Background: an optimization exercise with open tools, aiming at small area, a short achievable clock period and few clock cycles. Do not read the settings as production practice.
Only the layout flow was run in this run; the RTL was not checked for function there.
No activity file was given, so power comes from the tool's default toggle rates.

### run.sh
#!/bin/bash
# synth_recipe.tcl (not shown) runs the flow's synth.tcl, then flattens the netlist and writes it again
# the make line also repeats each setting of config.mk as NAME=value (left out here)
make -C /OpenROAD-flow-scripts/flow DESIGN_CONFIG=/design/flow/config.mk WORK_HOME=/design/flow/orfs CLKGATE_MAP_FILE= SYNTH_SCRIPT=/design/flow/synth_recipe.tcl finish
### design.v
`timescale 1ns / 1ps
module RV32I_Core (
    input  logic        clk,
    input  logic        reset,
    input  logic [31:0] instrCode,
    output logic [31:0] instrMemAddr,
    output logic        dataWe,
    output logic [31:0] dataAddr,
    output logic [31:0] dataWData,
    input  logic [31:0] dataRData,
    output logic        transfer,
    input  logic        ready
);
    localparam logic [6:0] OP_R = 7'b0110011, OP_L = 7'b0000011, OP_I = 7'b0010011,
        OP_S = 7'b0100011, OP_B = 7'b1100011, OP_LU = 7'b0110111, OP_AU = 7'b0010111,
        OP_J = 7'b1101111, OP_JL = 7'b1100111;
    logic [31:0] pc_f;
    logic        v_e;
    logic [31:0] pc_e, a_e, b_e, imm_e;
    logic [ 4:0] rs1_e, rs2_e, rd_e;
    logic        we_e, ld_e, st_e, br_e, jal_e, jalr_e, link_e, useImm_e;
    logic [ 3:0] aluc_e;
    logic [ 2:0] f3_e;
    logic        v_m, mem_m;
    logic [31:0] res_m, sd_m;
    logic [ 4:0] rd_m;
    logic        we_m, ld_m, st_m;
    wire         m_busy = mem_m & ~ready;
    wire         wb_en = v_m & we_m & (~ld_m | ready);
    wire  [31:0] wb_data = ld_m ? dataRData : res_m;
    assign transfer = mem_m;
    assign dataWe   = st_m;
    assign dataAddr = res_m;
    assign dataWData = sd_m;
    logic [31:0] rf[1:31];
    always_ff @(posedge clk) begin
        if (wb_en) rf[rd_m] <= wb_data;
    end
    assign instrMemAddr = pc_f;
    wire [6:0] op = instrCode[6:0];
    wire [2:0] f3 = instrCode[14:12];
    wire [4:0] rs1 = instrCode[19:15];
    wire [4:0] rs2 = instrCode[24:20];
    wire [4:0] rd = instrCode[11:7];
    logic [31:0] imm;
    always_comb begin
        case (op)
            OP_L, OP_JL: imm = {{20{instrCode[31]}}, instrCode[31:20]};
            OP_S: imm = {{20{instrCode[31]}}, instrCode[31:25], instrCode[11:7]};
            OP_I: begin
                case (f3)
                    3'b001, 3'b101: imm = {27'b0, instrCode[24:20]};
                    3'b011: imm = {20'b0, instrCode[31:20]};
                    default: imm = {{20{instrCode[31]}}, instrCode[31:20]};
                endcase
            end
            OP_B: imm = {{20{instrCode[31]}}, instrCode[7], instrCode[30:25], instrCode[11:8], 1'b0};
            OP_LU, OP_AU: imm = {instrCode[31:12], 12'b0};
            OP_J: imm = {{12{instrCode[31]}}, instrCode[19:12], instrCode[20], instrCode[30:21], 1'b0};
            default: imm = 32'b0;
        endcase
    end
    wire [31:0] rd1_raw = (rs1 == 5'd0) ? 32'b0 : rf[rs1];
    wire [31:0] rd2_raw = (rs2 == 5'd0) ? 32'b0 : rf[rs2];
    wire        byp1 = wb_en & (rd_m == rs1) & (rs1 != 5'd0);
    wire        byp2 = wb_en & (rd_m == rs2) & (rs2 != 5'd0);
    wire [31:0] rd1 = byp1 ? wb_data : rd1_raw;
    wire [31:0] rd2 = byp2 ? wb_data : rd2_raw;
    logic [3:0] aluc;
    logic d_we, d_ld, d_st, d_br, d_jal, d_jalr, d_link, d_useImm, d_zeroA;
    always_comb begin
        aluc = {instrCode[30], f3};
        d_we = 1'b0; d_ld = 1'b0; d_st = 1'b0; d_br = 1'b0; d_jal = 1'b0; d_jalr = 1'b0;
        d_link = 1'b0; d_useImm = 1'b0; d_zeroA = 1'b0;
        case (op)
            OP_R: d_we = 1'b1;
            OP_I: begin
                d_we = 1'b1; d_useImm = 1'b1;
                aluc = ({instrCode[30], f3} == 4'b1101) ? 4'b1101 : {1'b0, f3};
            end
            OP_L: begin d_we = 1'b1; d_ld = 1'b1; d_useImm = 1'b1; aluc = 4'b0000; end
            OP_S: begin d_st = 1'b1; d_useImm = 1'b1; aluc = 4'b0000; end
            OP_B: d_br = 1'b1;
            OP_LU: begin d_we = 1'b1; d_useImm = 1'b1; d_zeroA = 1'b1; aluc = 4'b0000; end
            OP_AU: d_we = 1'b1;
            OP_J: begin d_we = 1'b1; d_jal = 1'b1; d_link = 1'b1; end
            OP_JL: begin d_we = 1'b1; d_jalr = 1'b1; d_link = 1'b1; d_useImm = 1'b1; aluc = 4'b0000; end
            default: ;
        endcase
    end
    wire d_auipc = (op == OP_AU);
    wire fwdA = v_m & we_m & ~ld_m & (rd_m == rs1_e) & (rs1_e != 5'd0);
    wire fwdB = v_m & we_m & ~ld_m & (rd_m == rs2_e) & (rs2_e != 5'd0);
    wire [31:0] a = fwdA ? res_m : a_e;
    wire [31:0] b = fwdB ? res_m : b_e;
    wire [31:0] srcB = useImm_e ? imm_e : b;
    wire [31:0] sum = a + srcB;
    wire [31:0] diff = a - srcB;
    wire        eq = (a == srcB);
    wire        ltu = a < srcB;
    wire        lts = $signed(a) < $signed(srcB);
    logic [31:0] alu;
    always_comb begin
        case (aluc_e)
            4'b0000: alu = sum;
            4'b1000: alu = diff;
            4'b0001: alu = a << srcB;
            4'b0101: alu = a >> srcB;
            4'b1101: alu = $signed(a) >>> srcB[4:0];
            4'b0010: alu = {31'b0, lts};
            4'b0011: alu = {31'b0, ltu};
            4'b0100: alu = a ^ srcB;
            4'b0110: alu = a | srcB;
            4'b0111: alu = a & srcB;
            default: alu = 32'b0;
        endcase
    end
    logic cond;
    always_comb begin
        case (f3_e)
            3'b000: cond = eq;
            3'b001: cond = ~eq;
            3'b100: cond = lts;
            3'b101: cond = ~lts;
            3'b110: cond = ltu;
            3'b111: cond = ~ltu;
            default: cond = 1'b0;
        endcase
    end
    wire [31:0] pc_imm = pc_e + imm_e;
    wire [31:0] pc_4 = pc_e + 32'd4;
    wire taken = v_e & (jal_e | jalr_e | (br_e & cond));
    wire [31:0] target = jalr_e ? sum : pc_imm;
    wire [31:0] res_e = link_e ? pc_4 : (aluc_e == 4'b1111 ? pc_imm : alu);
    wire ld_use = v_m & ld_m & v_e & (rd_m != 5'd0) & ((rd_m == rs1_e) | (rd_m == rs2_e));
    wire stall = m_busy | ld_use;
    wire m_done = ~m_busy;
    wire fillA = wb_en & (rd_m == rs1_e) & (rs1_e != 5'd0);
    wire fillB = wb_en & (rd_m == rs2_e) & (rs2_e != 5'd0);
    always_ff @(posedge clk, posedge reset) begin
        if (reset) begin
            pc_f  <= 32'b0;
            v_e   <= 1'b0;
            v_m   <= 1'b0;
            mem_m <= 1'b0;
        end else begin
            if (taken & ~stall) pc_f <= target;
            else if (~stall) pc_f <= pc_f + 32'd4;
            if (~stall) v_e <= ~taken;
            if (~stall) begin
                v_m   <= v_e;
                mem_m <= v_e & (ld_e | st_e);
            end else if (m_done) begin
                v_m   <= 1'b0;
                mem_m <= 1'b0;
            end
        end
    end
    always_ff @(posedge clk) begin
        if (~stall) begin
            pc_e <= pc_f;
            a_e <= d_zeroA ? 32'b0 : rd1;
            b_e <= rd2;
            imm_e <= imm;
            rs1_e <= d_zeroA ? 5'd0 : rs1;
            rs2_e <= ((d_useImm & ~d_st) | d_auipc | d_jal) ? 5'd0 : rs2;
            rd_e <= rd;
            we_e <= d_we & (rd != 5'd0);
            ld_e <= d_ld;
            st_e <= d_st;
            br_e <= d_br;
            jal_e <= d_jal;
            jalr_e <= d_jalr;
            link_e <= d_link;
            useImm_e <= d_useImm;
            aluc_e <= d_auipc ? 4'b1111 : aluc;
            f3_e <= f3;
        end else begin
            if (fillA) a_e <= wb_data;
            if (fillB) b_e <= wb_data;
        end
        if (~stall) begin
            res_m <= res_e;
            sd_m <= b;
            rd_m <= rd_e;
            we_m <= we_e;
            ld_m <= ld_e;
            st_m <= st_e;
        end
    end
endmodule
### config.mk
export PLATFORM = sky130hd
export DESIGN_NAME = RV32I_Core
export DESIGN_NICKNAME = RV32I_Core
export VERILOG_FILES = /design/flow/design.v
export SDC_FILE = /design/flow/constraint.sdc
export NUM_CORES = 4
export LEC_CHECK = 0
export CAP_MARGIN = 20
export CORE_MARGIN = 2
export CORE_UTILIZATION = 40
export SLEW_MARGIN = 20
### constraint.sdc
create_clock -name core_clock -period 8.0 [get_ports {clk}]
set_input_delay 1.6000 -clock core_clock [delete_from_list [all_inputs] [get_ports {clk}]]
set_output_delay 1.6000 -clock core_clock [all_outputs]
set_load 0.01 [all_outputs]
==> results by group <==
Status
  • Status: no timing/DRC/antenna violations

Clock tree
  • CTS tree: yes
  • Clock Root Buffer: clkbuf_16
  • CTS Buf Count: 139
  • CTS H-Tree Depth: 4
  • Clock sink count: 1257
  • Clk Latency, worst-skew pair: 0.82 ns
  • CTS-repair resized insts: 0
  • Post-CTS Setup Inserts: 0
  • Reg clk slew, reported paths: 0.07 ns
  • # hold bufs at CTS: 0
  • Max Buffers Root-to-Sink: 3

Critical path
  • Critical R2R Launch: rd_m[3]
  • R2R Setup Slk: 0.99 ns
  • Buf+Inv Stages, Crit Path: 2
  • Worst setup path category: flop to flop
  • CP Capture Type: flop
  • Startpoint Class: flop
  • Crit-path cells: xnor2_1 > nand3_1 > nor3_4 > buf_4 > mux2i_1 > inv_1 > ha_1 > nor3b_1 > nor4b_1 > o41ai_1 > o211ai_1 > a22oi_1 > o41ai_1 > o41ai_1 > xnor2_1 > o221ai_1 > a2111oi_0 > a22oi_1
  • Crit path DAT: 7.55 ns
  • Crit path max fanout: 12
  • CP max stage cell: o41ai_1
  • Worst R2R Path Depth: 18
  • CP peak stage delay: 0.78 ns
  • RR Endpoint: res_m[26]
  • Largest delay contributor family on the critical path: compound AO/OA/AOI/OAI gates
  • Crit-path most repeated cell: o41ai_1
  • Crit path required time: 8.54 ns

Finish
  • Most common cell after layout, fill and taps aside: edfxtp_1
  • Nets: 5126
  • Layout cells sized above 1: 0.217
  • Most frequent cells in the layout: edfxtp_1, mux4_2, mux2i_1, nor2_1
  • Fin util: 0.455
  • Area growth syn-to-layout: 13.4%
  • Final Non-Filler Cells: 7370

Floorplan
  • Ports: 165
  • Die H: 421 microns
  • Core area: 173000 sq um
  • Initial Utilization: 0.401
  • FP Rows: 153
  • Die ar.: 177000 sq um
  • Die Width: 421 microns

Routing
  • Drt drc: 0
  • Wire per inst: 35.2 microns
  • WL final: 259000 microns
  • Via count: 47200
  • DR iter-0 viols: 6005
  • Pre-antenna DRT Iters: 5
  • Post-DRT Antenna Nets: 0
  • Vias per cell: 6.41

Synth
  • Async SR Flop Fraction: 0.0278
  • Main combinational cell family by area after synthesis: multiplexers
  • Synth top area share: 0.527
  • Post-Syn Area: 69600 sq um
  • Synth Flop Type: edfxtp_1
  • Register area share after synthesis: 0.540
  • Synth Area in XOR/XNOR: 0.0156
  • Compound-Gate Fraction of Synth Area: 0.0830
  • Area leader, netlist: edfxtp_1
  • Netlist cell types: 101
  • Top post-synthesis cells by area: edfxtp_1, mux4_2, mux2i_1
  • Synth Area in Simple Gates: 0.0613
  • Post-synthesis adder-cell area fraction: 0.0241
  • Syn nets: 4994
  • Post-synthesis mux area share: 0.248
  • Synth warnings: 1
  • Synth Area per Inst: 14.5 sq um
  • Synth Instances: 4795
  • Yosys reg bits: 1257
  • Number of synthesized flops with an enable pin: 1222

Power and ir drop
  • Leak Pwr: 27.1 nW
  • Total Power: 0.0296 W
  • PD cells: 375 nW/um^2
  • Maximum vdd drop: 0.000190 V

GRT
  • GR Util met1: 0.373
  • Vias in the first global route: 46600
  • Wire length of the first global-routing pass: 363000 microns
  • GR met2 Demand/Resource: 0.462
  • Largest net degree at the start of global routing: 82
  • GRT met3 Usage: 0.0566
  • Initial antenna violation count: 11
  • Remaining global-route overflow: 0
  • Busiest grt layer: met2
  • Global-route usage over all layers: 0.288

STA
  • RSZ-0062 raised after global routing: false
  • Final Max Tran Viols: 0
  • Crit share post-route: 0.876
  • Slew @ Worst Pin: 1.32 ns
  • Worst slew margin: 0.111
  • Setup TNS: 0 ns
  • # setup viols final: 0
  • Setup WS post-layout: 0.989 ns
  • Count of final hold-check violations: 0
  • Crit path time final: 7.01 ns
  • Clk_skew: 0.0445 ns
  • Top achievable clock speed: 143 MHz

Placement
  • Detailed placement HPWL: 173000 microns
  • IO Port Bufs: 164
  • Dpl ws: 1.25 ns
  • RePlAce Congestion: 1.02
  • Placed insts: 7109

Hold path
  • Hold-critical path endpoint: rd_m[0]
  • Class of the worst hold path: flop to flop
  • Hold-critical path depth: 0
  • Hold_sp: rd_e[0]

Flow run
  • Maxcap violations: 0
worst max path at each step:
stage	from	endpoint	slack (ns)	depth (start not counted)
global placement	rd_m[2]	res_m[26]	1.27	18
CTS	rd_m[3]	res_m[26]	1.23	18
detailed placement	rd_m[3]	res_m[26]	1.25	18
floorplan	ready	pc_f[13]	0.34	6
finish	rd_m[3]	res_m[26]	0.99	18
global route	rd_m[4]	res_m[26]	0.79	18
worst reg2reg max path, delay by kind of cell (launching register included):
kind,cells,cell delay [ns]
xor+xnor,2,0.49
compound gates,8,2.61
buf+inv,2,0.44
fa+ha+maj,1,0.45
simple gates,4,1.46
flops,1,0.61
mux,1,0.71
cells by family after synthesis:
kind of cell               after synthesis
buffers and inverters                  483
DFF                                   1257
AOI/OAI and AO/OA                      879
muxes                                  996
adders and majority gates              132
xor gates and xnor gates               124
and+or+nand+nor                        924
per-stage QoR:
step                instance area (sq um)  hold slack, ns
floorplan                           69600           0.400
global placement                    74400           0.469
detailed placement                  74400           0.474
CTS                                 78900           0.478
global route                        78900           0.488
finish                              78900           0.478
final cells by class:
class	count	area, sq um
antenna	8	20.0
timing repair buffer	321	2970
clock buffer	172	3620
multi-input combinational	3055	30400
fill	15300	94500
sequential	1257	37600
tap	2325	2910
inverter	153	589
clock inverter	79	822
registers in the layout, indices dropped and copies added, names as in the netlist, 3 cells and up:
signal,count
a_e,32
aluc_e,4
b_e,32
f3_e,3
imm_e,32
pc_e,32
pc_f,32
rd_e,5
rd_m,5
res_m,32
rf,992
rs1_e,5
rs2_e,5
sd_m,32
report_power, final:
group          switching, W  internal, W  total (W)
Sequential          0.00110      0.00912     0.0102
Clock               0.00280      0.00358    0.00638
Combinational       0.00864      0.00433     0.0130
synthesized netlist by cell type (25+ instances only):
cell and count:
mux2i_1 347, xnor2_1 72, nor2_1 309, nor3_1 60, ha_1 129, a31oi_1 28, o22ai_1 60, o211ai_1 32
a211oi_1 53, mux4_2 571, buf_2 32, and3_1 43, o21ai_0 145, and2_1 26, a21oi_1 251, clkbuf_1 217
buf_1 66, edfxtp_1 1222, nand3_1 80, dfrtp_1 35, nand2_1 251, inv_1 143, a21o_1 54, a22oi_1 36
nand2b_1 26, a221oi_1 26, nor2b_1 25, xor2_1 52, mux2_2 73
layer usage:
metal,wire (microns),part of all wire,vias to the layer above
met5,27,0.00010,-
met4,15200,0.059,4
met3,22100,0.085,541
met2,123000,0.48,2571
met1,98400,0.38,24500
li1,-,-,19600

==> afterwards: timing with drivers on the ports <==
In the flow no input, the clock included, has a driving cell. The finished layout below was timed again as built, in two steps.
Step 1, drivers: a clkbuf_16 drives clk and a buf_2 each remaining input, both assumed.
Step 2 moves the port delays by t, midway between the first and last clock arrival at a register: inputs arrive t later, outputs are due t later. That takes back most of the time a late clock gives input paths.
a / b / c = ideal ports / drivers / drivers and shift; a / b = the first two.
t, ns: 0.886
setup WS [ns]: 0.989 / 0.989 / 0.989
latest minus earliest clock arrival (ns): 0.052 / 0.052
worst slew at a driven data input, ns: 0.12
After both steps setup and hold are still met in this run. The setup slack of this run moves by 0.000 ns with the drivers and by 0.000 ns with both steps.
